Source: an optimization exercise on an open RTL-to-GDS flow (aim: small area, a short achievable clock period and few clock cycles). Production flows keep margins and buffers that such runs may drop.
At most, simulation tests tie the RTL to the original design; equivalence was not proved.
Only the layout flow was run in runs 3 to 7; the RTL was not checked for function there.
Power is estimated from default activity; no workload was simulated.

## flow/design.v

```verilog
module performance_counter #(
    parameter COUNTER_WIDTH = 16
) (
    input  logic                        clk,
    input  logic                        rst_n,
    input  logic                        block_completed,
    output logic [COUNTER_WIDTH-1:0]    blocks_processed,
    output logic [COUNTER_WIDTH-1:0]    cycles_elapsed
);
    always_ff @(posedge clk or negedge rst_n) begin
        if (!rst_n)
            blocks_processed <= '0;
        else if (block_completed)
            blocks_processed <= blocks_processed + 1'b1;
    end
    always_ff @(posedge clk or negedge rst_n) begin
        if (!rst_n)
            cycles_elapsed <= '0;
        else
            cycles_elapsed <= cycles_elapsed + 1'b1;
    end
endmodule
module encrypt_engine #(
    parameter BLOCK_WIDTH = 32
) (
    input  logic [BLOCK_WIDTH-1:0]  data_in,
    output logic [BLOCK_WIDTH-1:0]  data_out
);
    localparam logic [8*32-1:0] KEYS = {
        32'h55555555, 32'hAAAAAAAA, 32'h76543210, 32'hFEDCBA98,
        32'h9ABCDEF0, 32'h12345678, 32'hCAFEBABE, 32'hDEADBEEF
    };
    always_comb begin
        data_out = data_in;
        for (int r = 0; r < 8; r++) begin
            data_out = data_out ^ KEYS[r*32 +: 32];
            data_out = {data_out[BLOCK_WIDTH-2:0], data_out[BLOCK_WIDTH-1]};
        end
    end
endmodule
module crypto_accelerator_top #(
    parameter BLOCK_WIDTH = 32,
    parameter COUNTER_WIDTH = 16
) (
    input  logic                        clk,
    input  logic                        rst_n,
    input  logic [BLOCK_WIDTH-1:0]      data_in,
    input  logic                        data_in_valid,
    output logic                        data_in_ready,
    output logic [BLOCK_WIDTH-1:0]      data_out,
    output logic                        data_out_valid,
    input  logic                        data_out_ready,
    output logic [COUNTER_WIDTH-1:0]    blocks_processed,
    output logic [COUNTER_WIDTH-1:0]    cycles_elapsed
);
    logic [BLOCK_WIDTH-1:0] encrypted;
    logic [BLOCK_WIDTH-1:0] skid_data;
    logic                   skid_valid;    
    logic                   in_ready;      
    logic                   out_empty;     
    logic                   out_load;
    encrypt_engine #(.BLOCK_WIDTH(BLOCK_WIDTH)) u_encrypt_engine (
        .data_in  (data_in),
        .data_out (encrypted)
    );
    assign data_in_ready = in_ready;
    assign out_load = out_empty || data_out_ready;
    always_ff @(posedge clk or negedge rst_n) begin
        if (!rst_n) begin
            data_out_valid <= 1'b0;
            out_empty      <= 1'b1;
            skid_valid     <= 1'b0;
            in_ready       <= 1'b1;
        end else if (out_load) begin
            data_out_valid <= skid_valid || data_in_valid;
            out_empty      <= !(skid_valid || data_in_valid);
            skid_valid     <= 1'b0;
            in_ready       <= 1'b1;
        end else if (!skid_valid) begin
            skid_valid     <= data_in_valid;
            in_ready       <= !data_in_valid;
        end
    end
    always_ff @(posedge clk) begin
        if (out_load)
            data_out <= skid_valid ? skid_data : encrypted;
    end
    always_ff @(posedge clk) begin
        if (!skid_valid)
            skid_data <= encrypted;
    end
    performance_counter #(.COUNTER_WIDTH(COUNTER_WIDTH)) u_performance_counter (
        .clk              (clk),
        .rst_n            (rst_n),
        .block_completed  (!out_empty && data_out_ready),
        .blocks_processed (blocks_processed),
        .cycles_elapsed   (cycles_elapsed)
    );
endmodule
```

## flow/standard.sh

```bash
#!/bin/bash
# synth_recipe.tcl (not shown) runs the flow's synth.tcl, then flattens the netlist and writes it again
# the make line also repeats each setting of config.mk as NAME=value (left out here)
make -C /OpenROAD-flow-scripts/flow DESIGN_CONFIG=/design/flow/config.mk WORK_HOME=/design/flow/orfs CLKGATE_MAP_FILE= SYNTH_SCRIPT=/design/flow/synth_recipe.tcl "${@:-finish}"
```

## flow/config.mk

```make
export PLATFORM = sky130hd
export DESIGN_NAME = crypto_accelerator_top
export DESIGN_NICKNAME = crypto_accelerator_top
export VERILOG_FILES = /design/flow/design.v
export SDC_FILE = /design/flow/constraint.sdc
export NUM_CORES = 4
export LEC_CHECK = 0
export CAP_MARGIN = 20
export CORE_MARGIN = 2
export CORE_UTILIZATION = 60
export SETUP_SLACK_MARGIN = 4
export SLEW_MARGIN = 20
```

## flow/flow/run.sh

```bash
#!/bin/bash
# Own layout flow: the standard ORFS flow, with every input and output port
# buffered by a plain sky130_fd_sc_hd__buf_1 (which timing repair then sizes as
# needed) instead of the delay buffer buffer_ports picks by default.
# The make output goes to flow_make.log in the work folder; each ORFS step also
# keeps its own log under orfs/logs/.
set -euo pipefail
export BUFFER_PORTS_ARGS="-buffer_cell sky130_fd_sc_hd__buf_1"
bash standard.sh > flow_make.log 2>&1
```

## flow/constraint.sdc

```tcl
create_clock -name core_clock -period 6.0 [get_ports {clk}]
set_input_delay 1.2000 -clock core_clock [delete_from_list [all_inputs] [get_ports {clk}]]
set_output_delay 1.2000 -clock core_clock [all_outputs]
set_load 0.01 [all_outputs]
```

==> results of run 1 <==
## what timing repair did
action | in CTS | in global routing
pin swaps | 0 | 4
gates resized for setup | 20 | 46
hold endpoints to repair | 0 | 0
setup buffers | 31 | 11
endpoints found under the setup margin | 66 | 71
## power groups by stage
| stage | clock network, mW | logic (mW) | registers, mW |
|---|---|---|---|
| after floorplan | 0 | 0.0691 | 0.853 |
| after global placement | 0 | 0.146 | 0.834 |
| after detailed placement | 0 | 0.152 | 0.838 |
| after CTS | 0.430 | 0.207 | 0.803 |
| after global routing | 0.456 | 0.248 | 0.811 |
| final | 0.422 | 0.225 | 0.805 |
## worst reg2reg max path: stages (launching register included)
cell	delay [ns]
dfrtp_1	0.40
buf_4	0.14
buf_4	0.14
and3_1	0.18
and3_1	0.27
and3_1	0.23
xor2_1	0.14
## final timing paths
path,cells after the start,slack [ns],endpoint
setup / recovery,1,3.80,data_in_ready
hold / removal,2,0.47,skid_data[24]
setup reg to reg,6,4.39,u_performance_counter.cycles_elapsed[8]
hold reg to reg,2,0.47,skid_data[24]
max in group asynchronous,1,4.44,u_performance_counter.blocks_processed[2]
min in group asynchronous,1,0.95,u_performance_counter.blocks_processed[14]
## placed cells by master (no fill, tap or decap), types with 2 or more instances in the layout
master,instances
and3_1,12
buf_1,46
buf_2,12
buf_4,44
buf_6,5
clkbuf_2,37
clkbuf_8,10
dfrtp_1,31
dfrtp_2,3
dfstp_2,2
dfxtp_1,32
edfxtp_1,32
ha_1,2
inv_1,2
mux2_2,19
nand2_1,22
nand3_1,11
nor2_1,9
o21ai_0,14
xnor2_1,15
xor2_1,14
## sequential cells by signal (all words and copies together) (netlist names)
name and count:
in_ready 1, skid_valid 1, out_empty 1, u_performance_counter.blocks_processed 16, data_out_valid 1, skid_data 32, data_out 32, u_performance_counter.cycles_elapsed 16
## Yosys cell counts (all sizes together)
library cell,n
and2,1
and3,12
buf,2
clkbuf,3
dfrtp,34
dfstp,2
dfxtp,32
edfxtp,32
ha,2
inv,2
mux2,19
nand2,22
nand2b,1
nand3,12
nand3b,1
nand4,1
nand4b,1
nor2,9
nor3,2
nor4,2
o21ai,14
or2,1
xnor2,15
xor2,14
## cell type report
class / instances / area (um2)
fill: 342 / 1001
tap: 72 / 90.09
multi-input combinational: 129 / 927.1
timing repair buffer: 144 / 804.5
sequential: 100 / 2509
inverter: 2 / 7.507
clock inverter: 5 / 60.06
clock buffer: 11 / 141.4
## kinds of logic after synthesis
group | after synthesis | share of synthesized area (%)
buffers and inverters | 7 | 0.8337
AOI/OAI and AO/OA | 14 | 2.030
muxes | 19 | 6.198
DFF | 100 | 72.56
xor gates and xnor gates | 29 | 7.358
and+or+nand+nor | 65 | 10.29
adders and majority gates | 2 | 0.7248
## per-layer routing
metal	wire length, um	up-vias
li1	-	1116
met1	2843	1091
met2	3387	75
met3	448	11
met4	126	0
met5	0	-
## stage by stage
step	power, mW	util, %	std cells	setup slack (ns)
floorplan	0.9216	-	236	3.992
global placement	0.9807	70.71	405	3.712
detailed placement	0.9899	70.71	405	3.662
CTS	1.440	79.18	452	3.791
global route	1.515	81.93	463	3.779
finish	1.453	81.93	463	3.805
==> results_dict.tcl, run 1 <==
set metrics [dict create \
    antenna_found_initial 0 \
    worstPathArrival_ns 1.00 \
    port_buffers 101 \
    yosys-top-cells-area "edfxtp_1 (28%), dfrtp_1 (25%), dfxtp_1 (19%), mux2_2 (6.2%), xnor2_1 (3.8%)" \
    setup_viol 0 \
    swShare_pct 24.96 \
    ys_warn_count 3 \
    relSlewSlack_pct 41.46 \
    yosysTopAreaCell "edfxtp_1" \
    worstHoldStart "skid_data[24]" \
    netSwitchingPower_uw 362.6 \
    use_met1_pct 26.75 \
    gr-total-overflow 0 \
    nets 424 \
    synth-seq-cells 100 \
    cts_sinks 100 \
    p_per_area_nw_per_um2 320.0 \
    synth_cell_types 27 \
    grt_pass1_wl_um 10070 \
    antenna_left 0 \
    crit_path_start_kind "flop" \
    grt_use_met2_pct 34.87 \
    vias 2293 \
    grt_busiest_layer "met2" \
    syn_area_um2 3452 \
    startpoint "in_ready" \
    drive_gt1_share_pct 36.57 \
    share_comb_of_total_power_pct 15.5 \
    tns_ns 0 \
    syn_avg_cell_area_um2 14.63 \
    intPower_mw 1.090 \
    synth_top_area_share_pct 27.84 \
    drv_slew 0 \
    status "complete, no violations" \
    peakVddDrop_mv 0.2122 \
    max_freq_mhz 455.5 \
    globalplace.congestion 0.7142 \
    maxCapViolCount 0 \
    wl_per_cell_um 14.70 \
    clkSlewWorstSetupHoldPaths_ns 0.08 \
    seqPwrFrac_pct 55.4 \
    end_kind "output port" \
    coreArea_um2 5540 \
    cts_tree "yes" \
    clock_latency_ns 0.35 \
    cts_hold_buf 0 \
    grt_max_degree 49 \
    path_cells "buf_6" \
    drc 0 \
    yosysSeqAreaShare_pct 72.56 \
    dieArea_um2 6376 \
    start_util_pct 62.31 \
    dp.final_hpwl_um 4031 \
    dieWidth_um 79.85 \
    max_stage_delay_ns 0.55 \
    drt_iter0_drc 117 \
    required_ns 4.80 \
    syn_to_final_growth_pct 31.50 \
    syn_inst 236 \
    numCtsBuffers 9 \
    final_area_um2 4539 \
    finalCritPeriodShare_pct 36.59 \
    syn-num-nets 274 \
    worst-path-max-fanout 2 \
    hold_ws_ns 0.4710 \
    grt_setup_unrepaired "yes" \
    worstHoldPathType "flop to flop" \
    placed_area_um2 3918 \
    clkPwrFrac_pct 29.1 \
    criticalPathCategory "flop to output port" \
    rows 27 \
    hold_violations 0 \
    gr-usage-all-layers_pct 21.22 \
    crit_path_top_delay_cell "dfstp_2" \
    dr.pass1.iters 4 \
    clockBufferDepth 2 \
    min_period_ns 2.195 \
    die_h_um 79.85 \
    grt_use_met3_pct 6.900 \
    worst-path-buf-inv 1 \
    diodes 0 \
    r2r-start "u_performance_counter.cycles_elapsed[3]" \
    worstMarginPinSlew_ns 0.8781 \
    htree_levels 3 \
    vias_per_cell 4.952 \
    pin_count 102 \
    p_leak_nw 2.105 \
    ctsRootBufferMaster "clkbuf_8" \
    drt-total-wl_um 6806 \
    path_delay_family "flip-flops" \
    grt_pass1_vias 2146 \
    finalClockSkew_ns 0.01012 \
]
Testbench counts, summed over its fixed seeds: cycles 11,071.
==> run 2: changes to the inputs <==
--- a/flow/config.mk
+++ b/flow/config.mk
@@ -7,6 +7,5 @@
 export LEC_CHECK = 0
 export CAP_MARGIN = 20
 export CORE_MARGIN = 2
-export CORE_UTILIZATION = 60
-export SETUP_SLACK_MARGIN = 4
+export CORE_UTILIZATION = 35
 export SLEW_MARGIN = 20
==> results_dict.tcl, run 2 <==
set metrics [dict create \
    peakVddDrop_mv 0.1417 \
    layout_common_cells "buf_1 (100), dfrtp_1 (33), edfxtp_1 (32), dfxtp_1 (32), nand2_1 (22)" \
    wl_per_cell_um 12.64 \
    synth_flop_cell "dfrtp_1" \
    diodes 0 \
    grt_pass1_wl_um 9170 \
    placed_area_um2 3979 \
    drt-total-wl_um 6078 \
    cts_tree "yes" \
    synth_common_cells "dfrtp_1 (34), dfxtp_1 (32), edfxtp_1 (32)" \
    globalplace.congestion 0.7840 \
    grt_pass1_vias 1925 \
    worst-path-buf-inv 1 \
    cts_hold_buf 0 \
    crit-reg2reg-capture "data_out_valid" \
    hold_violations 0 \
    crit_path_top_delay_cell "dfstp_2" \
    hold_ws_ns 0.4717 \
    synth_cell_types 27 \
    tns_ns 0 \
    path_delay_family "flip-flops" \
    maxCapViolCount 0 \
    drt_iter0_drc 59 \
    cts_setup_buffers 0 \
    cp.depth 1 \
    criticalPathCategory "flop to output port" \
    path_cells "buf_1" \
    drv_slew 0 \
    yosysMostFrequentCell "dfrtp_1" \
    coreArea_um2 9684 \
    clock_latency_ns 0.35 \
    setup_ws_ns 3.752 \
    min_period_ns 2.248 \
    antenna_left 0 \
    antenna_found_initial 0 \
    start_util_pct 35.65 \
    grt_setup_unrepaired "no" \
    end_kind "output port" \
    syn_inst 236 \
    worstMarginPinSlew_ns 0.8754 \
    cts_sinks 100 \
    p_per_area_nw_per_um2 331.9 \
    fill_cells 939 \
    max_stage_delay_ns 0.54 \
    synth_top_area_share_pct 27.84 \
    placed_cells 465 \
    max_freq_mhz 444.9 \
    nets 381 \
    finalCritPeriodShare_pct 37.46 \
    final_util_pct 43.06 \
    die_h_um 103.3 \
    synth_edf_count 32 \
    vias_per_cell 4.358 \
    dieArea_um2 10670 \
    syn_avg_cell_area_um2 14.63 \
    layout_commonest_cell "buf_1" \
    pin_count 102 \
    instances_no_fill 481 \
    finalClockSkew_ns 0.01062 \
    clockBufferDepth 2 \
    gr-total-overflow 0 \
    yosysSeqAreaShare_pct 72.56 \
    syn_to_final_growth_pct 20.80 \
    ff2ff_path_depth 3 \
    synthArstFlopShare_pct 36.00 \
    ys_warn_count 3 \
    dieWidth_um 103.3 \
    drive_gt1_share_pct 12.07 \
    worstPathArrival_ns 1.05 \
    p_leak_nw 1.693 \
    synth-seq-cells 100 \
    yosys-top-cells-area "edfxtp_1 (28%), dfrtp_1 (25%), dfxtp_1 (19%), mux2_2 (6.2%), xnor2_1 (3.8%)" \
    setup_viol 0 \
    gr-usage-all-layers_pct 11.41 \
    htree_levels 3 \
    crit_path_end "data_in_ready" \
    status "complete, no violations" \
    numCtsBuffers 9 \
    port_buffers 101 \
    syn-num-nets 274 \
    drc 0 \
    required_ns 4.80 \
    regToRegSetupSlack_ns 4.34 \
    yosysTopAreaCell "edfxtp_1" \
    cts_resized 0 \
    syn_area_um2 3452 \
    relSlewSlack_pct 41.64 \
    worstHoldPathType "flop to flop" \
    final_area_um2 4170 \
    crit_path_start_kind "flop" \
    dp_slack_ns 3.475 \
    vias 2096 \
    r2r-start "out_empty" \
    rows 36 \
    grt_max_degree 49 \
    clkSlewWorstSetupHoldPaths_ns 0.09 \
    dp.final_hpwl_um 4180 \
    ctsRootBufferMaster "clkbuf_8" \
    startpoint "in_ready" \
    worst-path-max-fanout 2 \
    top_regs "data_out x32, skid_data x32" \
    dr.pass1.iters 4 \
    power_mw 1.384 \
]
==> run 2: cell type report <==
type / instances / area (um2) / area share [%]
Inverter: 2 / 7.507 / 0.1800
Sequential cell: 100 / 2506 / 60.10
Clock inverter: 5 / 60.06 / 1.440
Timing Repair Buffer: 101 / 380.4 / 9.121
Clock buffer: 11 / 131.4 / 3.150
Multi-Input combinational cell: 129 / 918.4 / 22.02
Tap cell: 133 / 166.4 / 3.990
==> run 2: worst min-delay path by stage <==
| stage | end | slack, ns | cells after the start | start |
|---|---|---|---|---|
| CTS | in_ready | 0.47 | 2 | in_ready |
| floorplan | skid_data[11] | 0.43 | 2 | skid_data[11] |
| global placement | skid_data[26] | 0.44 | 2 | skid_data[26] |
| global route | in_ready | 0.49 | 2 | in_ready |
| detailed placement | skid_data[26] | 0.46 | 2 | skid_data[26] |
| finish | skid_data[14] | 0.47 | 2 | skid_data[14] |
==> run 2: power breakdown <==
part           switching (mW)  leakage [nW]  total [mW]  internal [mW]
clock                   0.221        0.0939       0.415          0.195
sequential             0.0519          1.06       0.829          0.777
combinational          0.0811         0.543       0.140         0.0589
total                   0.353          1.69        1.38           1.03
==> run 2: metal layers <==
metal | vias to the layer above | routed length (um) | GRT usage [%]
li1 | 1023 | - | -
met1 | 999 | 2773 | 14.53
met2 | 70 | 2834 | 16.88
met3 | 4 | 420 | 4.906
met4 | 0 | 49 | 5.162
met5 | - | 0 | 0
==> run 2: kinds of logic (layout without fill, tap and decap cells) <==
logic type / count (synthesis) / in the layout / share of synthesized area, %
compound gates: 14 / 14 / 2.030
xor+xnor: 29 / 29 / 7.358
fa+ha+maj: 2 / 2 / 0.7248
buf+inv: 7 / 119 / 0.8337
flops: 100 / 100 / 72.56
mux: 19 / 19 / 6.198
simple gates: 65 / 65 / 10.29
==> run 3: changes to the inputs <==
--- a/flow/design.v
+++ b/flow/design.v
@@ -65,7 +65,7 @@
     );
     assign data_in_ready = in_ready;
     assign out_load = out_empty || data_out_ready;
-    always_ff @(posedge clk or negedge rst_n) begin
+    always_ff @(posedge clk) begin
         if (!rst_n) begin
             data_out_valid <= 1'b0;
             out_empty      <= 1'b1;
==> results_dict.tcl, run 3 <==
set metrics [dict create \
    status "complete, no violations" \
    synth_common_cells "dfxtp_1 (36), dfrtp_1 (32), edfxtp_1 (32)" \
    yosys-top-cells-area "edfxtp_1 (28%), dfrtp_1 (23%), dfxtp_1 (21%), mux2_2 (6.2%), xnor2_1 (4.8%)" \
    instances_no_fill 489 \
    vias 2150 \
    max_stage_delay_ns 0.46 \
    dieArea_um2 10730 \
    clock_latency_ns 0.36 \
    numCtsBuffers 9 \
    dr.pass1.iters 4 \
    dp.final_hpwl_um 4568 \
    nets 389 \
    synth-seq-cells 100 \
    syn-num-nets 281 \
    drive_gt1_share_pct 12.08 \
    synth_edf_count 32 \
    start_util_pct 35.84 \
    tns_ns 0 \
    htree_levels 3 \
    syn_to_final_growth_pct 21.09 \
    p_leak_nw 1.644 \
    grt_pass1_wl_um 10660 \
    cts_resized 0 \
    grt_max_degree 50 \
    yosysSeqAreaShare_pct 71.52 \
    maxCapViolCount 0 \
    gr-usage-all-layers_pct 12.76 \
    hold_ws_ns 0.4750 \
    clockBufferDepth 2 \
    layout_commonest_cell "buf_1" \
    max_freq_mhz 452.5 \
    hold_violations 0 \
    drv_slew 0 \
    ff2ff_path_depth 1 \
    syn_avg_cell_area_um2 14.28 \
    antenna_left 0 \
    cts_sinks 100 \
    p_per_area_nw_per_um2 312.2 \
    final_util_pct 43.40 \
    globalplace.congestion 0.7253 \
    cts_hold_buf 0 \
    die_h_um 103.6 \
    syn_area_um2 3471 \
    cp.depth 1 \
    peakVddDrop_mv 0.1772 \
    whs_path_depth 2 \
    synth_top_area_share_pct 27.69 \
    port_buffers 101 \
    required_ns 4.80 \
    gr-total-overflow 0 \
    grt_setup_unrepaired "no" \
    crit_path_top_delay_cell "dfrtp_1" \
    ctsRootBufferMaster "clkbuf_8" \
    clkSlewWorstSetupHoldPaths_ns 0.10 \
    syn_inst 243 \
    finalClockSkew_ns 0.01116 \
    drc 0 \
    drt_iter0_drc 66 \
    synthArstFlopShare_pct 32.00 \
    worstPathArrival_ns 1.01 \
    cts_tree "yes" \
    grt_pass1_vias 2170 \
    vias_per_cell 4.397 \
    worstHoldPathType "flop to flop" \
    finalCritPeriodShare_pct 36.83 \
    relSlewSlack_pct 38.98 \
    antenna_found_initial 0 \
    cts_setup_buffers 0 \
    end_kind "output port" \
    placed_cells 473 \
    synth_cell_types 32 \
    crit_path_start_kind "flop" \
    worst-path-max-fanout 5 \
    criticalPathCategory "flop to output port" \
    yosysTopAreaCell "edfxtp_1" \
    layout_common_cells "buf_1 (100), dfxtp_1 (35), edfxtp_1 (32), dfrtp_1 (32), nand2_1 (26)" \
    worstMarginPinSlew_ns 0.9153 \
    setup_viol 0 \
    fill_cells 949 \
    diodes 0 \
    drt-total-wl_um 6402 \
    wl_per_cell_um 13.09 \
    dieWidth_um 103.6 \
    top_regs "data_out x32, skid_data x32" \
    path_cells "buf_1" \
    min_period_ns 2.210 \
    coreArea_um2 9684 \
    ys_warn_count 3 \
    yosysMostFrequentCell "dfxtp_1" \
    pin_count 102 \
    worst-path-buf-inv 1 \
    rows 36 \
    synth_flop_cell "dfxtp_1" \
    path_delay_family "flip-flops" \
]
-- run 3: stage by stage --
stage | cell area [um2] | worst slack (ns) | total power [mW]
after global placement | 4005 | 3.455 | 0.8976
after CTS | 4203 | 3.758 | 1.339
after detailed placement | 4005 | 3.418 | 0.9023
after floorplan | 3471 | 3.705 | 0.8451
final | 4203 | 3.790 | 1.312
after global routing | 4203 | 3.677 | 1.379
-- run 3: logic make-up after synthesis --
logic type                 after synthesis  share of synthesized area (%)
adders and majority gates                2                         0.7209
buffers and inverters                    8                         0.9372
xor gates and xnor gates                29                          7.318
muxes                                   20                          6.453
DFF                                    100                          71.52
and+or+nand+nor                         68                          10.53
AOI/OAI and AO/OA                       16                          2.524
-- run 3: area by class of cell --
cell class                      instances  area, um2  area share (%)
Clock inverter                          6      70.07           1.667
Clock buffer                           10      127.6           3.037
Timing Repair Buffer                  102      387.9           9.229
Inverter                                3      11.26          0.2679
Sequential cell                       100       2484           59.09
Multi-Input combinational cell        135      955.9           22.74
Tap cell                              133      166.4           3.960
-- run 3: worst paths after layout --
path / startpoint / end / slack, ns
max: u_performance_counter.blocks_processed[2] / blocks_processed[2] / 3.79
min: skid_data[5] / skid_data[5] / 0.48
max reg2reg: skid_valid / data_out[22] / 4.36
min reg2reg: skid_data[5] / skid_data[5] / 0.48
max in group asynchronous: rst_n / u_performance_counter.cycles_elapsed[2] / 4.51
min in group asynchronous: rst_n / u_performance_counter.blocks_processed[5] / 0.94
-- run 3: power by group --
part / switching [mW] / internal (mW) / total (mW)
Combinational: 0.0605 / 0.0411 / 0.102
Sequential: 0.0299 / 0.751 / 0.781
Clock: 0.232 / 0.198 / 0.429
-- run 3: routing by layer --
metal | global-route usage (%) | vias up | part of all wire [%]
met5 | 0 | - | 0
met4 | 5.502 | 0 | 1.4
met3 | 6.293 | 8 | 9.0
met2 | 19.44 | 63 | 46
met1 | 15.38 | 1024 | 43
li1 | - | 1055 | -
==> run 4: changes to the inputs <==
--- a/flow/config.mk
+++ b/flow/config.mk
@@ -8,4 +8,6 @@
 export CAP_MARGIN = 20
 export CORE_MARGIN = 2
 export CORE_UTILIZATION = 35
+export SETUP_SLACK_MARGIN = 4.2
 export SLEW_MARGIN = 20
+export TNS_END_PERCENT = 0
==> results_dict.tcl, run 4 <==
set metrics [dict create \
    finalCritPeriodShare_pct 35.19 \
    drt_iter0_drc 102 \
    vias_per_cell 4.353 \
    final_area_um2 4438 \
    crit_path_start_kind "flop" \
    grt_max_degree 50 \
    grt_pass1_vias 2205 \
    globalplace.congestion 0.7396 \
    dieWidth_um 103.6 \
    synth_common_cells "dfxtp_1 (36), dfrtp_1 (32), edfxtp_1 (32)" \
    status "complete, no violations" \
    grt_setup_unrepaired "yes" \
    hold_ws_ns 0.4754 \
    path_cells "buf_2" \
    yosysMostFrequentCell "dfxtp_1" \
    max_freq_mhz 473.6 \
    syn_to_final_growth_pct 27.87 \
    worst-path-buf-inv 1 \
    cts_sinks 100 \
    start_util_pct 35.84 \
    instances_no_fill 518 \
    placed_area_um2 4009 \
    layout_commonest_cell "buf_1" \
    drt-total-wl_um 6821 \
    gr-total-overflow 0 \
    clockBufferDepth 2 \
    tns_ns 0 \
    syn_area_um2 3471 \
    min_period_ns 2.112 \
    clock_latency_ns 0.36 \
    required_ns 4.80 \
    port_buffers 101 \
    dieArea_um2 10730 \
    drive_gt1_share_pct 21.56 \
    worstPathArrival_ns 0.91 \
    r2r-start "skid_valid" \
    synth_cell_types 32 \
    min_to "skid_data[5]" \
    worst-path-max-fanout 3 \
    yosysSeqAreaShare_pct 71.52 \
    antenna_left 0 \
    criticalPathCategory "flop to output port" \
    placed_cells 472 \
    worstHoldPathType "flop to flop" \
    top_regs "data_out x32, skid_data x32" \
    yosysTopAreaCell "edfxtp_1" \
    synth_edf_count 32 \
    regArea_um2 2487 \
    synth_top_area_share_pct 27.69 \
    synthArstFlopShare_pct 32.00 \
    regToRegSetupSlack_ns 4.34 \
    p_leak_nw 1.810 \
    peakVddDrop_mv 0.1361 \
    clkSlewWorstSetupHoldPaths_ns 0.09 \
    worstHoldStart "skid_data[5]" \
    nets 418 \
    ys_warn_count 3 \
    hold_violations 0 \
    finalClockSkew_ns 0.01219 \
    antenna_found_initial 0 \
    gr-usage-all-layers_pct 13.17 \
    multiInputGateArea_um2 963.4 \
    end_kind "output port" \
    die_h_um 103.6 \
    diodes 0 \
    syn_avg_cell_area_um2 14.28 \
    crit-reg2reg-capture "data_out[21]" \
    ctsRootBufferMaster "clkbuf_8" \
    syn_inst 243 \
    max_stage_delay_ns 0.41 \
    yosys-top-cells-area "edfxtp_1 (28%), dfrtp_1 (23%), dfxtp_1 (21%), mux2_2 (6.2%), xnor2_1 (4.8%)" \
    relSlewSlack_pct 36.75 \
    dr.pass1.iters 4 \
    ff2ff_path_depth 1 \
    htree_levels 3 \
    syn-num-nets 281 \
    drv_slew 0 \
    power_mw 1.329 \
    whs_path_depth 2 \
    layout_common_cells "buf_1 (94), dfxtp_1 (35), edfxtp_1 (32)" \
    drc 0 \
    path_delay_family "flip-flops" \
    maxCapViolCount 0 \
    pin_count 102 \
    synth_flop_cell "dfxtp_1" \
    rows 36 \
    dp.final_hpwl_um 4403 \
    cp.depth 1 \
    crit_path_top_delay_cell "dfrtp_1" \
    wl_per_cell_um 13.17 \
    worstMarginPinSlew_ns 0.9487 \
    synth-seq-cells 100 \
    fill_cells 930 \
    vias 2255 \
    setup_viol 0 \
    coreArea_um2 9684 \
    grt_pass1_wl_um 11060 \
    p_per_area_nw_per_um2 299.5 \
    cts_tree "yes" \
    numCtsBuffers 9 \
]
-- run 4: cell count changes in the layout (fill, tap and decap cells not counted), sizes merged --
cell,previous run,this run
buf,101,128
inv,6,3
clkbuf,11,13
clkinv,1,3
clkinvlp,1,2
-- run 4: area by class of cell --
class,count,area share [%]
Timing Repair Buffer,130,13.65
Tap cell,133,3.750
Inverter,3,0.3383
Multi-Input combinational cell,135,21.71
Clock buffer,11,2.960
Sequential cell,100,56.05
Timing Repair inverter,1,0.1692
Clock inverter,5,1.381
-- run 4: cell families (layout without fill, tap and decap cells) --
kind of cell | after synthesis | in the layout | synth area share, %
AOI/OAI and AO/OA | 16 | 16 | 2.524
xor gates and xnor gates | 29 | 29 | 7.318
and+or+nand+nor | 68 | 68 | 10.53
muxes | 20 | 20 | 6.453
DFF | 100 | 100 | 71.52
adders and majority gates | 2 | 2 | 0.7209
buffers and inverters | 8 | 150 | 0.9372
-- run 4: power breakdown --
group	internal, mW	switching, mW
Clock	0.196	0.227
Sequential	0.752	0.0200
Combinational	0.0613	0.0732
-- run 4: per-stage QoR --
stage / util (%) / setup slack [ns]
after floorplan: - / 3.829
after detailed placement: 41.40 / 3.351
after global routing: 45.83 / 3.844
after CTS: 45.35 / 3.850
final: 45.83 / 3.888
after global placement: 41.40 / 3.367
-- run 4: what timing repair did --
item / CTS / global route
pin swaps: 0 / 0
buffers inserted: 23 / 6
setup endpoints to repair: 107 / 112
cloned: 1 / 0
hold buffers: 0 / 0
resized for setup: 9 / 1
-- run 4: how the worst max path moves through the flow --
stage | start | to | slack (ns)
after floorplan | data_out_ready | data_out[0] | 3.83
after global placement | data_out_ready | data_out[10] | 3.37
after detailed placement | data_out_ready | data_out[12] | 3.35
after CTS | u_performance_counter.cycles_elapsed[12] | cycles_elapsed[12] | 3.85
after global routing | u_performance_counter.cycles_elapsed[12] | cycles_elapsed[12] | 3.84
final | u_performance_counter.cycles_elapsed[12] | cycles_elapsed[12] | 3.89
-- run 4: per-layer routing --
metal / vias up / routed length, um / global-route usage, %
met5: - / 0 / 0
met4: 0 / 140 / 6.757
met3: 10 / 388 / 4.028
met2: 56 / 3303 / 20.77
met1: 1073 / 2989 / 16.39
li1: 1116 / - / -
==> run 5: changes to the inputs <==
--- a/flow/config.mk
+++ b/flow/config.mk
@@ -8,6 +8,6 @@
 export CAP_MARGIN = 20
 export CORE_MARGIN = 2
 export CORE_UTILIZATION = 35
-export SETUP_SLACK_MARGIN = 4.2
+export SETUP_SLACK_MARGIN = 4
 export SLEW_MARGIN = 20
 export TNS_END_PERCENT = 0
==> results_dict.tcl, run 5 <==
set metrics [dict create \
    max_stage_delay_ns 0.44 \
    path_cells "clkbuf_2" \
    yosysTopAreaCell "edfxtp_1" \
    synthXorXnorAreaFrac_pct 7.318 \
    rows 36 \
    dieWidth_um 103.6 \
    final_util_pct 46.29 \
    cts_tree "yes" \
    drv_slew 0 \
    antenna_left 0 \
    max_freq_mhz 463.8 \
    wl_per_cell_um 13.37 \
    syn_inst 243 \
    netSwitchingPower_uw 319.8 \
    finalCritPeriodShare_pct 35.94 \
    grt_pass1_wl_um 10540 \
    layout_common_cells "buf_1 (92), dfxtp_1 (35), buf_4 (34)" \
    synth_edf_count 32 \
    end_kind "output port" \
    tns_ns 0 \
    synth_common_cells "dfxtp_1 (36), dfrtp_1 (32), edfxtp_1 (32)" \
    p_per_area_nw_per_um2 295.6 \
    criticalPathCategory "flop to output port" \
    drt-total-wl_um 6990 \
    globalplace.congestion 0.7396 \
    port_buffers 101 \
    nets 423 \
    cts_hold_buf 0 \
    drc 0 \
    p_leak_nw 1.834 \
    grt_pass1_vias 2074 \
    yosys-top-cells-area "edfxtp_1 (28%), dfrtp_1 (23%), dfxtp_1 (21%), mux2_2 (6.2%), xnor2_1 (4.8%)" \
    diodes 0 \
    yosysMostFrequentCell "dfxtp_1" \
    coreArea_um2 9684 \
    seqPwrFrac_pct 58.3 \
    path_delay_family "flip-flops" \
    synth_cell_types 32 \
    synth_flop_cell "dfxtp_1" \
    drt_iter0_drc 111 \
    worst-path-max-fanout 5 \
    share_comb_of_total_power_pct 9.8 \
    cts_sinks 100 \
    dp.final_hpwl_um 4403 \
    crit_path_start_kind "flop" \
    finalClockSkew_ns 0.01639 \
    vias_per_cell 4.402 \
    syn_area_um2 3471 \
    intPower_mw 1.006 \
    regArea_um2 2492 \
    swShare_pct 24.13 \
    synth_compound_area_share_pct 2.523 \
    hold_ws_ns 0.4756 \
    multiInputGateArea_um2 963.4 \
    hold_violations 0 \
    start_util_pct 35.84 \
    clockBufferDepth 2 \
    relSlewSlack_pct 36.81 \
    htree_levels 3 \
    die_h_um 103.6 \
    synthArstFlopShare_pct 32.00 \
    synth_top_family_by_area "simple AND/OR/NAND/NOR gates" \
    worstHoldPathType "flop to flop" \
    dieArea_um2 10730 \
    crit_path_top_delay_cell "dfrtp_1" \
    peakVddDrop_mv 0.1387 \
    clkPwrFrac_pct 31.9 \
    syn_avg_cell_area_um2 14.28 \
    synth_top_area_share_pct 27.69 \
    top_regs "data_out x32, skid_data x32" \
    clock_latency_ns 0.36 \
    grt_max_degree 50 \
    pin_count 102 \
    muxShareOfSynthArea_pct 6.453 \
    worstPathArrival_ns 0.96 \
    fill_cells 933 \
    vias 2302 \
    dr.pass1.iters 4 \
    synth-simple-area-share_pct 10.53 \
    worstMarginPinSlew_ns 0.9479 \
    required_ns 4.80 \
    synth-seq-cells 100 \
    ctsRootBufferMaster "clkbuf_8" \
    status "complete, no violations" \
    syn-num-nets 281 \
    syn_to_final_growth_pct 29.16 \
    ys_warn_count 3 \
    drive_gt1_share_pct 24.10 \
    numCtsBuffers 9 \
    gr-usage-all-layers_pct 12.53 \
    antenna_found_initial 0 \
    clkSlewWorstSetupHoldPaths_ns 0.09 \
    yosysSeqAreaShare_pct 71.52 \
    layout_commonest_cell "buf_1" \
    synthAdderAreaFrac_pct 0.7210 \
    gr-total-overflow 0 \
    maxCapViolCount 0 \
    min_period_ns 2.156 \
    grt_setup_unrepaired "yes" \
    worst-path-buf-inv 1 \
    setup_viol 0 \
]
==> run 5: cell counts after synthesis <==
Identical to the previous run, type by type.
==> run 5: logic make-up after synthesis <==
kind of cell,count (synthesis)
flops,100
fa+ha+maj,2
mux,20
xor+xnor,29
compound gates,16
simple gates,68
buf+inv,8
==> run 5: worst paths after layout <==
| check | depth (start not counted) | from | slack, ns | end |
|---|---|---|---|---|
| setup reg to reg | 1 | skid_valid | 4.34 | data_out[19] |
| min in group asynchronous | 1 | rst_n | 0.92 | u_performance_counter.cycles_elapsed[15] |
| hold / removal | 2 | skid_data[5] | 0.48 | skid_data[5] |
| hold reg to reg | 2 | skid_data[5] | 0.48 | skid_data[5] |
| setup / recovery | 1 | u_performance_counter.cycles_elapsed[6] | 3.84 | cycles_elapsed[6] |
| max in group asynchronous | 1 | rst_n | 4.48 | u_performance_counter.blocks_processed[6] |
==> run 5: area by class of cell <==
class / count / area share (%)
Tap cell: 133 / 3.712
Timing Repair Buffer: 135 / 14.40
Multi-Input combinational cell: 135 / 21.49
Clock buffer: 11 / 2.931
Clock inverter: 5 / 1.368
Timing Repair inverter: 1 / 0.1675
Inverter: 3 / 0.3349
Sequential cell: 100 / 55.60
==> run 5: layer usage <==
layer	track usage, %	share of wire, %	up-vias
met1	16.02	44	1108
met4	6.371	1.9	0
met5	0	0	-
met2	19.11	48	59
met3	4.091	5.9	9
li1	-	-	1126
==> run 5: per-stage QoR <==
step / total power, mW / area [um2] / setup WS, ns / std cells
6_report: 1.325 / 4483 / 3.844 / 523
3_5_place_dp: 0.9004 / 4009 / 3.351 / 472
5_1_grt: 1.396 / 4483 / 3.817 / 523
4_1_cts: 1.328 / 4202 / 3.749 / 488
2_1_floorplan: 0.8458 / 3482 / 3.829 / 243
3_3_place_gp: 0.8962 / 4009 / 3.367 / 472
==> run 5: power groups by stage <==
stage | Combinational [mW] | Clock (mW) | Sequential, mW
after floorplan | 0.0390 | 0 | 0.807
after global placement | 0.102 | 0 | 0.794
after detailed placement | 0.104 | 0 | 0.797
after CTS | 0.104 | 0.442 | 0.782
after global routing | 0.146 | 0.471 | 0.780
final | 0.129 | 0.423 | 0.773
==> run 5: timing repair <==
action	in CTS	in global routing
gates resized for setup	0	16
buffers inserted	0	34
endpoints found under the setup margin	99	100
cloned	0	1
==> run 6: changes to the inputs <==
--- a/flow/design.v
+++ b/flow/design.v
@@ -7,13 +7,13 @@
     output logic [COUNTER_WIDTH-1:0]    blocks_processed,
     output logic [COUNTER_WIDTH-1:0]    cycles_elapsed
 );
-    always_ff @(posedge clk or negedge rst_n) begin
+    always_ff @(posedge clk) begin
         if (!rst_n)
             blocks_processed <= '0;
         else if (block_completed)
             blocks_processed <= blocks_processed + 1'b1;
     end
-    always_ff @(posedge clk or negedge rst_n) begin
+    always_ff @(posedge clk) begin
         if (!rst_n)
             cycles_elapsed <= '0;
         else
--- a/flow/config.mk
+++ b/flow/config.mk
@@ -8,6 +8,4 @@
 export CAP_MARGIN = 20
 export CORE_MARGIN = 2
 export CORE_UTILIZATION = 35
-export SETUP_SLACK_MARGIN = 4
 export SLEW_MARGIN = 20
-export TNS_END_PERCENT = 0
==> results_dict.tcl, run 6 <==
set metrics [dict create \
    status "complete, no violations" \
    crit_path_start_kind "input pin" \
    syn_area_um2 3480 \
    syn-num-nets 328 \
    cts_sinks 100 \
    maxCapViolCount 0 \
    die_h_um 103.7 \
    dp.final_hpwl_um 4778 \
    dr.pass1.iters 4 \
    worst-path-max-fanout 31 \
    synth-seq-cells 100 \
    worstPathArrival_ns 2.75 \
    synth_common_cells "dfxtp_1 (68), edfxtp_1 (32), nor2_1 (28)" \
    placed_area_um2 3991 \
    vias 2477 \
    max_freq_mhz 405.9 \
    rows 36 \
    grt_pass1_vias 2339 \
    dieArea_um2 10750 \
    nets 430 \
    tns_ns 0 \
    layout_commonest_cell "buf_1" \
    antenna_left 0 \
    synth_edf_count 32 \
    htree_levels 3 \
    yosys-top-cells-area "dfxtp_1 (39%), edfxtp_1 (28%), mux2_2 (5.8%), nor2_1 (3.0%), nand2_1 (2.9%)" \
    cts_hold_buf 0 \
    clockBufferDepth 2 \
    antenna_found_initial 0 \
    grt_max_degree 50 \
    synth_top_area_share_pct 39.12 \
    ctsRootBufferMaster "clkbuf_8" \
    min_period_ns 2.464 \
    coreArea_um2 9729 \
    grt_setup_unrepaired "no" \
    wl_per_cell_um 13.07 \
    worstMarginPinSlew_ns 0.9495 \
    syn_avg_cell_area_um2 12.00 \
    diodes 0 \
    clock_latency_ns 0.36 \
    layout_common_cells "buf_1 (101), dfxtp_1 (67), edfxtp_1 (32)" \
    p_per_area_nw_per_um2 289.4 \
    clkSlewWorstSetupHoldPaths_ns 0.09 \
    hold_ws_ns 0.4743 \
    dieWidth_um 103.7 \
    final_util_pct 42.89 \
    start_util_pct 35.76 \
    synthArstFlopShare_pct 0 \
    peakVddDrop_mv 0.09056 \
    cts_resized 0 \
    syn_inst 290 \
    worstHoldPathType "flop to flop" \
    drc 0 \
    final_area_um2 4173 \
    syn_to_final_growth_pct 19.92 \
    relSlewSlack_pct 36.63 \
    required_ns 6.29 \
    p_leak_nw 1.390 \
    pin_count 102 \
    finalClockSkew_ns 0.01014 \
    globalplace.congestion 0.7090 \
    top_regs "data_out x32, skid_data x32" \
    yosysSeqAreaShare_pct 66.74 \
    gr-total-overflow 0 \
    finalCritPeriodShare_pct 41.07 \
    synth_flop_cell "dfxtp_1" \
    cts_tree "yes" \
    yosysMostFrequentCell "dfxtp_1" \
    numCtsBuffers 9 \
    setup_viol 0 \
    port_buffers 101 \
    ys_warn_count 3 \
    gr-usage-all-layers_pct 13.24 \
    drive_gt1_share_pct 9.848 \
    grt_pass1_wl_um 11410 \
    synth_cell_types 36 \
    drv_slew 0 \
    drt_iter0_drc 95 \
    drt-total-wl_um 6912 \
    hold_violations 0 \
    cts_setup_buffers 0 \
    yosysTopAreaCell "dfxtp_1" \
    end_kind "flop" \
    power_mw 1.208 \
    vias_per_cell 4.682 \
    criticalPathCategory "input pin to flop" \
]
-- run 6: changes by cell type after synthesis, moves of 7 or more --
cell / previous run / this run
dfxtp_1: 36 / 68
dfrtp_1: 32 / 0
xnor2_1: 19 / 9
a21oi_1: 0 / 7
nor2_1: 9 / 28
-- run 6: final timing paths --
| path | startpoint | endpoint | slack [ns] | depth (start not counted) |
|---|---|---|---|---|
| max | rst_n | u_performance_counter.blocks_processed[9] | 3.54 | 4 |
| min | skid_data[14] | skid_data[14] | 0.47 | 2 |
| max reg2reg | u_performance_counter.blocks_processed[2] | u_performance_counter.blocks_processed[15] | 4.16 | 4 |
| min reg2reg | skid_data[14] | skid_data[14] | 0.47 | 2 |
-- run 6: cell type report --
cell class | count | area (um2)
multi-input combinational | 173 | 1092
clock inverter | 6 | 57.56
sequential | 100 | 2323
clock buffer | 9 | 123.9
timing repair buffer | 102 | 386.6
fill | 974 | 5557
inverter | 6 | 22.52
tap | 133 | 166.4
-- run 6: report_power, final --
| group | leakage (nW) | switching [mW] | total [mW] | internal [mW] |
|---|---|---|---|---|
| clock | 0.0937 | 0.236 | 0.394 | 0.158 |
| combinational | 0.403 | 0.0396 | 0.0647 | 0.0251 |
| sequential | 0.894 | 0.0135 | 0.749 | 0.736 |
| total | 1.39 | 0.289 | 1.21 | 0.919 |
-- run 6: metal layers --
layer / global-route usage, % / vias to the layer above / share of wire (%)
li1: - / 1223 / -
met1: 16.72 / 1153 / 46
met2: 20.96 / 93 / 46
met3: 5.223 / 8 / 6.6
met4: 4.054 / 0 / 1.1
met5: 0 / - / 0
-- run 6: stage by stage --
| stage | setup slack, ns | std cells |
|---|---|---|
| 2_1_floorplan | 3.593 | 290 |
| 3_3_place_gp | 3.202 | 514 |
| 3_5_place_dp | 3.155 | 514 |
| 4_1_cts | 3.526 | 529 |
| 5_1_grt | 3.376 | 529 |
| 6_report | 3.536 | 529 |
-- run 6: critical path: stages --
cell and delay (ns):
buf_1 0.30, inv_1 0.52, or4_1 0.64, o21ai_0 0.08
-- run 6: cell families (layout without fill, tap and decap cells) --
group	Yosys count	after routing	synth area share (%)
compound gates	34	34	5.537
xor+xnor	18	18	4.531
fa+ha+maj	2	2	0.7191
buf+inv	17	123	1.870
flops	100	100	66.74
mux	20	20	6.400
simple gates	99	99	14.20
==> run 7: changes to the inputs <==
--- a/flow/config.mk
+++ b/flow/config.mk
@@ -8,4 +8,6 @@
 export CAP_MARGIN = 20
 export CORE_MARGIN = 2
 export CORE_UTILIZATION = 35
+export SETUP_SLACK_MARGIN = 4.2
 export SLEW_MARGIN = 20
+export TNS_END_PERCENT = 0
==> results_dict.tcl, run 7 <==
set metrics [dict create \
    cts_sinks 100 \
    regToRegSetupSlack_ns 4.35 \
    syn_inst 290 \
    yosysTopAreaCell "dfxtp_1" \
    criticalPathCategory "flop to output port" \
    p_leak_nw 1.552 \
    dieArea_um2 10750 \
    peakVddDrop_mv 0.08995 \
    relSlewSlack_pct 37.90 \
    dieWidth_um 103.7 \
    ys_warn_count 3 \
    worstHoldStart "u_performance_counter.cycles_elapsed[0]" \
    crit-reg2reg-capture "data_out[23]" \
    drc 0 \
    globalplace.congestion 0.7064 \
    final_area_um2 4333 \
    placed_area_um2 3990 \
    grt_pass1_wl_um 11640 \
    final_util_pct 44.53 \
    wl_per_cell_um 13.40 \
    clkSlewWorstSetupHoldPaths_ns 0.10 \
    min_period_ns 2.098 \
    synth_common_cells "dfxtp_1 (68), edfxtp_1 (32), nor2_1 (28)" \
    syn_area_um2 3480 \
    path_delay_family "flip-flops" \
    tns_ns 0 \
    swShare_pct 22.89 \
    drt_iter0_drc 59 \
    gr-total-overflow 0 \
    intPower_uw 954.9 \
    crit_path_start_kind "flop" \
    p_per_area_nw_per_um2 285.8 \
    seqPwrFrac_pct 60.3 \
    clkPwrFrac_pct 34.0 \
    clock_latency_ns 0.36 \
    gr-usage-all-layers_pct 13.64 \
    maxCapViolCount 0 \
    worstHoldPathType "flop to flop" \
    port_buffers 101 \
    max_stage_delay_ns 0.37 \
    worst-path-max-fanout 3 \
    path_cells "buf_1" \
    yosysSeqAreaShare_pct 66.74 \
    finalClockSkew_ns 0.01066 \
    synthAdderAreaFrac_pct 0.7192 \
    grt_setup_unrepaired "yes" \
    worst-path-buf-inv 1 \
    synth_top_area_share_pct 39.12 \
    synth-simple-area-share_pct 14.20 \
    yosysMostFrequentCell "dfxtp_1" \
    coreArea_um2 9729 \
    synth_flop_cell "dfxtp_1" \
    finalCritPeriodShare_pct 34.97 \
    synthXorXnorAreaFrac_pct 4.531 \
    min_to "u_performance_counter.cycles_elapsed[0]" \
    required_ns 4.80 \
    synth_compound_area_share_pct 5.538 \
    diodes 0 \
    synthArstFlopShare_pct 0 \
    power_mw 1.238 \
    dp.final_hpwl_um 4536 \
    vias 2482 \
    nets 438 \
    numCtsBuffers 9 \
    clockBufferDepth 2 \
    vias_per_cell 4.613 \
    ctsRootBufferMaster "clkbuf_8" \
    whs_path_depth 1 \
    grt_pass1_vias 2371 \
    die_h_um 103.7 \
    crit_path_top_delay_cell "dfxtp_1" \
    max_freq_mhz 476.6 \
    top_regs "data_out x32, skid_data x32" \
    start_util_pct 35.76 \
    end_kind "output port" \
    share_comb_of_total_power_pct 5.7 \
    worstPathArrival_ns 0.90 \
    rows 36 \
    layout_commonest_cell "buf_1" \
    grt_max_degree 50 \
    worstMarginPinSlew_ns 0.9315 \
    syn_avg_cell_area_um2 12.00 \
    netSwitchingPower_uw 283.5 \
    htree_levels 3 \
    synth_top_family_by_area "simple AND/OR/NAND/NOR gates" \
    cts_hold_buf 0 \
    drt-total-wl_um 7209 \
    hold_violations 0 \
    antenna_found_initial 0 \
    r2r-start "skid_valid" \
    pin_count 102 \
    synth_edf_count 32 \
    drive_gt1_share_pct 25.43 \
    syn-num-nets 328 \
    muxShareOfSynthArea_pct 6.401 \
    syn_to_final_growth_pct 24.52 \
    dr.pass1.iters 4 \
    cts_tree "yes" \
    synth_cell_types 36 \
    drv_slew 0 \
    layout_common_cells "buf_1 (72), dfxtp_1 (43), edfxtp_1 (32)" \
    status "complete, no violations" \
    antenna_left 0 \
    yosys-top-cells-area "dfxtp_1 (39%), edfxtp_1 (28%), mux2_2 (5.8%), nor2_1 (3.0%), nand2_1 (2.9%)" \
    setup_viol 0 \
    ff2ff_path_depth 1 \
    synth-seq-cells 100 \
]
## run 7: how the worst max path moves through the flow
stage	from	to	slack (ns)	depth (start not counted)
floorplan	data_out_ready	u_performance_counter.blocks_processed[14]	3.74	5
global placement	rst_n	u_performance_counter.blocks_processed[9]	3.15	4
detailed placement	rst_n	u_performance_counter.blocks_processed[9]	3.12	4
CTS	data_out[13]	data_out[13]	3.88	1
global route	data_out[8]	data_out[8]	3.86	1
finish	u_performance_counter.blocks_processed[15]	blocks_processed[15]	3.90	1
## run 7: area by class of cell
class / count / area (um2)
Clock buffer: 10 / 127.6
Timing Repair Buffer: 108 / 467.9
Multi-Input combinational cell: 173 / 1096
Timing Repair inverter: 2 / 15.01
Sequential cell: 100 / 2369
Inverter: 6 / 30.03
Fill cell: 966 / 5396
Tap cell: 133 / 166.4
Clock inverter: 6 / 61.31
## run 7: per-layer routing
| metal | part of all wire [%] | up-vias | GRT usage, % |
|---|---|---|---|
| li1 | - | 1241 | - |
| met1 | 49 | 1149 | 18.15 |
| met5 | 0 | - | 0 |
| met3 | 4.9 | 12 | 2.958 |
| met4 | 2.2 | 0 | 6.853 |
| met2 | 44 | 80 | 21.05 |
## run 7: metrics by stage
step | std cells | setup slack (ns) | hold slack (ns)
4_1_cts | 535 | 3.885 | 0.4495
5_1_grt | 538 | 3.858 | 0.4909
3_3_place_gp | 513 | 3.150 | 0.4430
2_1_floorplan | 290 | 3.739 | 0.4307
3_5_place_dp | 513 | 3.123 | 0.4565
6_report | 538 | 3.902 | 0.4601
## run 7: power by group through the flow
stage	logic, mW	clock network [mW]	registers, mW
2_1_floorplan	0.0267	0	0.773
3_3_place_gp	0.0640	0	0.764
3_5_place_dp	0.0654	0	0.766
4_1_cts	0.0702	0.432	0.748
5_1_grt	0.0783	0.459	0.751
6_report	0.0704	0.421	0.747
## run 7: cell families (layout without fill, tap and decap cells)
| logic type | after synthesis | in the layout |
|---|---|---|
| flip-flops | 100 | 100 |
| adder cells (fa/ha/maj) | 2 | 2 |
| AND/OR/NAND/NOR | 99 | 99 |
| multiplexers | 20 | 20 |
| AO/OA/AOI/OAI | 34 | 34 |
| buffers and inverters | 17 | 132 |
| XOR/XNOR | 18 | 18 |
## run 7: what timing repair did
action / CTS / global route
gates resized for setup: 62 / 1
buffers inserted: 4 / 3
endpoints found under the setup margin: 130 / 112
cloned: 2 / 0
pin swaps: 2 / 0
==> run 8: changes to the inputs <==
--- a/flow/design.v
+++ b/flow/design.v
@@ -7,13 +7,13 @@
     output logic [COUNTER_WIDTH-1:0]    blocks_processed,
     output logic [COUNTER_WIDTH-1:0]    cycles_elapsed
 );
-    always_ff @(posedge clk) begin
+    always_ff @(posedge clk or negedge rst_n) begin
         if (!rst_n)
             blocks_processed <= '0;
         else if (block_completed)
             blocks_processed <= blocks_processed + 1'b1;
     end
-    always_ff @(posedge clk) begin
+    always_ff @(posedge clk or negedge rst_n) begin
         if (!rst_n)
             cycles_elapsed <= '0;
         else
@@ -65,7 +65,7 @@
     );
     assign data_in_ready = in_ready;
     assign out_load = out_empty || data_out_ready;
-    always_ff @(posedge clk) begin
+    always_ff @(posedge clk or negedge rst_n) begin
         if (!rst_n) begin
             data_out_valid <= 1'b0;
             out_empty      <= 1'b1;
--- a/flow/config.mk
+++ b/flow/config.mk
@@ -8,6 +8,6 @@
 export CAP_MARGIN = 20
 export CORE_MARGIN = 2
 export CORE_UTILIZATION = 35
-export SETUP_SLACK_MARGIN = 4.2
+export SETUP_SLACK_MARGIN = 3.95
 export SLEW_MARGIN = 20
 export TNS_END_PERCENT = 0
==> results_dict.tcl, run 8 <==
set metrics [dict create \
    status "complete, no violations" \
    worstMarginPinSlew_ns 0.8895 \
    whs_path_depth 1 \
    finalCritPeriodShare_pct 36.65 \
    layout_commonest_cell "buf_1" \
    worst-path-buf-inv 1 \
    yosysMostFrequentCell "dfrtp_1" \
    globalplace.congestion 0.7276 \
    worst-path-max-fanout 2 \
    numCtsBuffers 9 \
    setup_ws_ns 3.801 \
    syn-num-nets 274 \
    diodes 0 \
    fill_cells 940 \
    criticalPathCategory "flop to output port" \
    wl_per_cell_um 12.82 \
    end_kind "output port" \
    drive_gt1_share_pct 13.18 \
    dieWidth_um 103.3 \
    synthArstFlopShare_pct 36.00 \
    setup_viol 0 \
    placed_area_um2 3988 \
    synth_flop_cell "dfrtp_1" \
    antenna_left 0 \
    cts_sinks 100 \
    hold_violations 0 \
    max_freq_mhz 454.8 \
    yosysTopAreaCell "edfxtp_1" \
    synth_top_area_share_pct 27.84 \
    ff2ff_path_depth 2 \
    grt_pass1_vias 2056 \
    vias_per_cell 4.382 \
    regToRegSetupSlack_ns 4.18 \
    start_util_pct 35.65 \
    finalClockSkew_ns 0.01207 \
    rows 36 \
    yosys-top-cells-area "edfxtp_1 (28%), dfrtp_1 (25%), dfxtp_1 (19%), mux2_2 (6.2%), xnor2_1 (3.8%)" \
    synth_common_cells "dfrtp_1 (34), dfxtp_1 (32), edfxtp_1 (32)" \
    clockBufferDepth 2 \
    clock_latency_ns 0.35 \
    syn_area_um2 3452 \
    top_regs "data_out x32, skid_data x32" \
    instances_no_fill 482 \
    grt_setup_unrepaired "yes" \
    path_delay_family "flip-flops" \
    vias 2112 \
    pin_count 102 \
    p_per_area_nw_per_um2 327.6 \
    yosysSeqAreaShare_pct 72.56 \
    final_area_um2 4185 \
    syn_inst 236 \
    maxCapViolCount 0 \
    port_buffers 101 \
    path_cells "buf_6" \
    cts_tree "yes" \
    coreArea_um2 9684 \
    power_mw 1.371 \
    nets 382 \
    drt_iter0_drc 77 \
    syn_avg_cell_area_um2 14.63 \
    die_h_um 103.3 \
    layout_common_cells "buf_1 (99), edfxtp_1 (32), dfrtp_1 (32), dfxtp_1 (32), nand2_1 (22)" \
    grt_pass1_wl_um 9735 \
    p_leak_nw 1.703 \
    relSlewSlack_pct 40.70 \
    min_period_ns 2.199 \
    synth-seq-cells 100 \
    drc 0 \
    final_util_pct 43.22 \
    max_stage_delay_ns 0.55 \
    ctsRootBufferMaster "clkbuf_8" \
    placed_cells 466 \
    antenna_found_initial 0 \
    worstHoldStart "u_performance_counter.blocks_processed[15]" \
    drt-total-wl_um 6180 \
    gr-total-overflow 0 \
    dp.final_hpwl_um 4313 \
    hold_ws_ns 0.4764 \
    htree_levels 3 \
    clkSlewWorstSetupHoldPaths_ns 0.10 \
    crit-reg2reg-capture "data_out[22]" \
    worstHoldPathType "flop to flop" \
    crit_path_top_delay_cell "dfstp_2" \
    crit_path_start_kind "flop" \
    r2r-start "skid_valid" \
    ys_warn_count 3 \
    worstPathArrival_ns 1.00 \
    synth_cell_types 27 \
    drv_slew 0 \
    grt_max_degree 37 \
    synth_edf_count 32 \
    tns_ns 0 \
    peakVddDrop_mv 0.1069 \
    syn_to_final_growth_pct 21.24 \
    gr-usage-all-layers_pct 12.04 \
    min_to "u_performance_counter.blocks_processed[15]" \
    dieArea_um2 10670 \
    dp_slack_ns 3.646 \
    dr.pass1.iters 3 \
    required_ns 4.80 \
]
## run 8: cell types whose count changed in the layout (fill, tap and decap cells not counted), sizes merged, moves of 6 or more
cell	previous run	this run
dfxtp	68	32
nor2	28	9
buf	108	101
dfrtp	0	34
a21oi	7	0
and3	1	12
xnor2	9	15
## run 8: logic make-up after synthesis
logic type | synth area share, %
AND/OR/NAND/NOR | 10.29
buffers and inverters | 0.8337
AO/OA/AOI/OAI | 2.030
XOR/XNOR | 7.358
flip-flops | 72.56
multiplexers | 6.198
adder cells (fa/ha/maj) | 0.7248
## run 8: cell type report
class / instances / area, um2 / area share, %
timing repair buffer: 102 / 395.4 / 9.447
inverter: 2 / 7.507 / 0.1794
sequential: 100 / 2507 / 59.91
multi-input combinational: 129 / 920.9 / 22.00
clock buffer: 10 / 127.6 / 3.049
tap: 133 / 166.4 / 3.976
clock inverter: 6 / 60.06 / 1.435
## run 8: per-layer routing
metal,up-vias,track usage (%),wire (um)
li1,1033,-,-
met5,-,0,0
met4,0,6.579,154
met1,1014,15.09,2692
met3,13,3.159,321
met2,52,19.08,3012
## run 8: worst max path at each step
stage / start / to / cells after the start
2_1_floorplan: data_out_ready / u_performance_counter.blocks_processed[12] / 4
3_3_place_gp: data_out_ready / u_performance_counter.blocks_processed[14] / 5
3_5_place_dp: data_out_ready / u_performance_counter.blocks_processed[15] / 5
4_1_cts: in_ready / data_in_ready / 1
5_1_grt: in_ready / data_in_ready / 1
6_report: in_ready / data_in_ready / 1
## run 8: report_power, final
part           leakage [nW]  internal [mW]  switching [mW]  total, mW
sequential             1.06          0.778          0.0468      0.825
clock                0.0942          0.160           0.240      0.400
combinational         0.554         0.0601          0.0860      0.146
## run 8: repair_timing
item,in CTS,in global routing
setup endpoints to repair,66,67
gates resized for setup,4,0
setup buffers,0,0
hold buffers,0,0
Testbench counts of run 8, summed over its fixed seeds: cycles 11,071.
==> run 9: changes to the inputs <==
==> flow/flow/run.sh (replaced) <==
#!/bin/bash
# Own layout flow: the standard ORFS flow (standard.sh) with
#  - every input and output port buffered by a plain sky130_fd_sc_hd__buf_1
#    (timing repair sizes it as needed) instead of the delay buffer
#    buffer_ports picks by default;
set -euo pipefail
export BUFFER_PORTS_ARGS="-buffer_cell sky130_fd_sc_hd__buf_1"
export SETUP_MOVE_SEQUENCE="sizeup,swap"
export SKIP_GATE_CLONING=1
bash standard.sh > flow_make.log 2>&1
--- a/flow/config.mk
+++ b/flow/config.mk
@@ -8,6 +8,5 @@
 export CAP_MARGIN = 20
 export CORE_MARGIN = 2
 export CORE_UTILIZATION = 35
-export SETUP_SLACK_MARGIN = 3.95
+export SETUP_SLACK_MARGIN = 4
 export SLEW_MARGIN = 20
-export TNS_END_PERCENT = 0
==> results_dict.tcl, run 9 <==
set metrics [dict create \
    yosysSeqAreaShare_pct 72.56 \
    drt-total-wl_um 5927 \
    finalClockSkew_ns 0.01144 \
    worstPathArrival_ns 0.99 \
    yosysMostFrequentCell "dfrtp_1" \
    worstHoldStart "skid_data[30]" \
    synth_compound_area_share_pct 2.030 \
    fill_cells 914 \
    antenna_left 0 \
    vias_per_cell 4.277 \
    worstMarginPinSlew_ns 0.8651 \
    syn_to_final_growth_pct 25.05 \
    antenna_found_initial 0 \
    criticalPathCategory "flop to output port" \
    power_mw 1.400 \
    crit_path_end "data_in_ready" \
    grt_max_degree 49 \
    p_leak_nw 1.914 \
    crit_path_top_delay_cell "dfstp_2" \
    grt_setup_unrepaired "yes" \
    min_period_ns 2.192 \
    layout_commonest_cell "clkbuf_2" \
    yosysTopAreaCell "edfxtp_1" \
    worst-path-buf-inv 1 \
    dieWidth_um 103.3 \
    start_util_pct 35.65 \
    muxShareOfSynthArea_pct 6.198 \
    drv_slew 0 \
    synth-seq-cells 100 \
    numCtsBuffers 9 \
    startpoint "in_ready" \
    synth_edf_count 32 \
    synth_flop_cell "dfrtp_1" \
    diodes 0 \
    syn_inst 236 \
    die_h_um 103.3 \
    status "complete, no violations" \
    maxCapViolCount 0 \
    yosys-top-cells-area "edfxtp_1 (28%), dfrtp_1 (25%), dfxtp_1 (19%), mux2_2 (6.2%), xnor2_1 (3.8%)" \
    vias 2057 \
    rows 36 \
    syn-num-nets 274 \
    cts_setup_buffers 0 \
    placed_area_um2 3988 \
    pin_count 102 \
    tns_ns 0 \
    synth-simple-area-share_pct 10.29 \
    dp.final_hpwl_um 4073 \
    globalplace.congestion 0.7184 \
    syn_avg_cell_area_um2 14.63 \
    final_area_um2 4317 \
    clockBufferDepth 2 \
    cp.depth 1 \
    ctsRootBufferMaster "clkbuf_8" \
    worstHoldPathType "flop to flop" \
    synth_top_family_by_area "simple AND/OR/NAND/NOR gates" \
    wl_per_cell_um 12.32 \
    required_ns 4.80 \
    dr.pass1.iters 4 \
    end_kind "output port" \
    gr-usage-all-layers_pct 11.46 \
    synthAdderAreaFrac_pct 0.7249 \
    p_per_area_nw_per_um2 324.4 \
    dp_slack_ns 3.658 \
    ff2ff_path_depth 1 \
    drt_iter0_drc 51 \
    top_regs "data_out x32, skid_data x32" \
    port_buffers 101 \
    worst-path-max-fanout 2 \
    grt_pass1_vias 1965 \
    dieArea_um2 10670 \
    synth_cell_types 27 \
    max_freq_mhz 456.3 \
    cts_tree "yes" \
    setup_viol 0 \
    synthArstFlopShare_pct 36.00 \
    hold_violations 0 \
    nets 381 \
    relSlewSlack_pct 42.32 \
    synth_common_cells "dfrtp_1 (34), dfxtp_1 (32), edfxtp_1 (32)" \
    cts_sinks 100 \
    layout_common_cells "clkbuf_2 (43), buf_1 (36), edfxtp_1 (32), dfxtp_1 (32), dfrtp_1 (27)" \
    r2r-start "skid_valid" \
    peakVddDrop_mv 0.1319 \
    coreArea_um2 9684 \
    path_delay_family "flip-flops" \
    clock_latency_ns 0.35 \
    clkSlewWorstSetupHoldPaths_ns 0.09 \
    htree_levels 3 \
    regToRegSetupSlack_ns 4.38 \
    ys_warn_count 3 \
    grt_pass1_wl_um 9342 \
    synth_top_area_share_pct 27.84 \
    syn_area_um2 3452 \
    crit-reg2reg-capture "data_out[1]" \
    max_stage_delay_ns 0.55 \
    gr-total-overflow 0 \
    drc 0 \
    crit_path_start_kind "flop" \
    synthXorXnorAreaFrac_pct 7.358 \
    finalCritPeriodShare_pct 36.53 \
    setup_ws_ns 3.808 \
    drive_gt1_share_pct 32.47 \
    cts_hold_buf 0 \
    path_cells "buf_6" \
]
[run 9: kinds of logic (layout without fill, tap and decap cells)]
| family | after synthesis | in the layout |
|---|---|---|
| DFF | 100 | 100 |
| and+or+nand+nor | 65 | 65 |
| xor gates and xnor gates | 29 | 29 |
| muxes | 19 | 19 |
| AOI/OAI and AO/OA | 14 | 14 |
| buffers and inverters | 7 | 119 |
| adders and majority gates | 2 | 2 |
[run 9: cell type report]
class | instances | area (um2) | area share, %
sequential | 100 | 2514 | 58.23
clock inverter | 4 | 28.78 | 0.6667
clock buffer | 12 | 156.4 | 3.623
inverter | 2 | 7.507 | 0.1739
multi-input combinational | 129 | 927.1 | 21.48
tap | 133 | 166.4 | 3.855
timing repair buffer | 101 | 516.7 | 11.97
[run 9: worst min path at each step]
stage | to | slack (ns) | depth (start not counted)
floorplan | skid_data[11] | 0.43 | 2
CTS | u_performance_counter.blocks_processed[15] | 0.48 | 1
global placement | skid_data[28] | 0.44 | 2
global route | skid_data[4] | 0.50 | 1
finish | skid_data[30] | 0.48 | 2
detailed placement | skid_data[14] | 0.46 | 2
[run 9: through the flow]
step           std cells  utilization [%]  hold WS, ns
2_1_floorplan        236                -       0.4307
3_3_place_gp         465            41.18       0.4428
3_5_place_dp         465            41.18       0.4581
4_1_cts              481            43.58       0.4775
5_1_grt              481            44.57       0.4968
6_report             481            44.57       0.4751
[run 9: routing by layer]
layer  up-vias  part of all wire [%]  track usage, %
li1       1029                     -               -
met1       958                    46           15.07
met2        62                    47           17.18
met3         8                   5.6           3.495
met4         0                   1.7           5.769
met5         -                     0               0
[run 9: repair_timing]
action / 4_1_cts / 5_1_grt
setup endpoints to repair: 66 / 68
gates resized for setup: 26 / 55
pin swaps: 0 / 1
hold endpoints to repair: 0 / 0
[run 9: report_power, final]
part	switching (mW)	leakage [nW]	internal [mW]
combinational	0.0808	0.768	0.0849
clock	0.222	0.0968	0.179
sequential	0.0547	1.05	0.779
total	0.357	1.91	1.04

## port drivers added, routing unchanged
The flow's constraints put no driver on any port. The routed layouts listed below were extracted and timed again, unchanged, in two steps. Step 1 (the two cells are an assumption about what drives the block):
set clk [get_ports {clk}]
set_driving_cell -lib_cell sky130_fd_sc_hd__clkbuf_16 $clk
set_driving_cell -lib_cell sky130_fd_sc_hd__buf_2 [delete_from_list [all_inputs] $clk]
Step 2, shift: input delay + t, output delay - t, t = (earliest + latest rising clock arrival at the registers) / 2. This alone moves slack from input paths to output paths. a / b / c = ideal ports / drivers / drivers and shift; a / b = the first two.
run	t (ns)	setup WS [ns]	worst hold slack (ns)
run 1	0.376	3.805 / 3.775 / 3.648	0.471 / 0.471 / 0.471
run 2	0.381	3.752 / 3.718 / 3.479	0.472 / 0.472 / 0.472
run 3	0.383	3.790 / 3.760 / 3.423	0.475 / 0.475 / 0.475
run 4	0.384	3.888 / 3.855 / 3.639	0.475 / 0.475 / 0.475
run 5	0.384	3.844 / 3.810 / 3.629	0.476 / 0.476 / 0.476
run 6	0.384	3.536 / 3.544 / 3.161	0.474 / 0.474 / 0.474
run 7	0.391	3.902 / 3.870 / 3.526	0.460 / 0.460 / 0.460
run 8	0.378	3.801 / 3.771 / 3.665	0.476 / 0.476 / 0.476
run 9	0.375	3.808 / 3.775 / 3.731	0.475 / 0.475 / 0.475
After both steps every run listed still meets setup and hold. For run 7, which loses most, drivers alone change the setup slack by -0.032 ns; drivers and shift together by -0.376 ns.
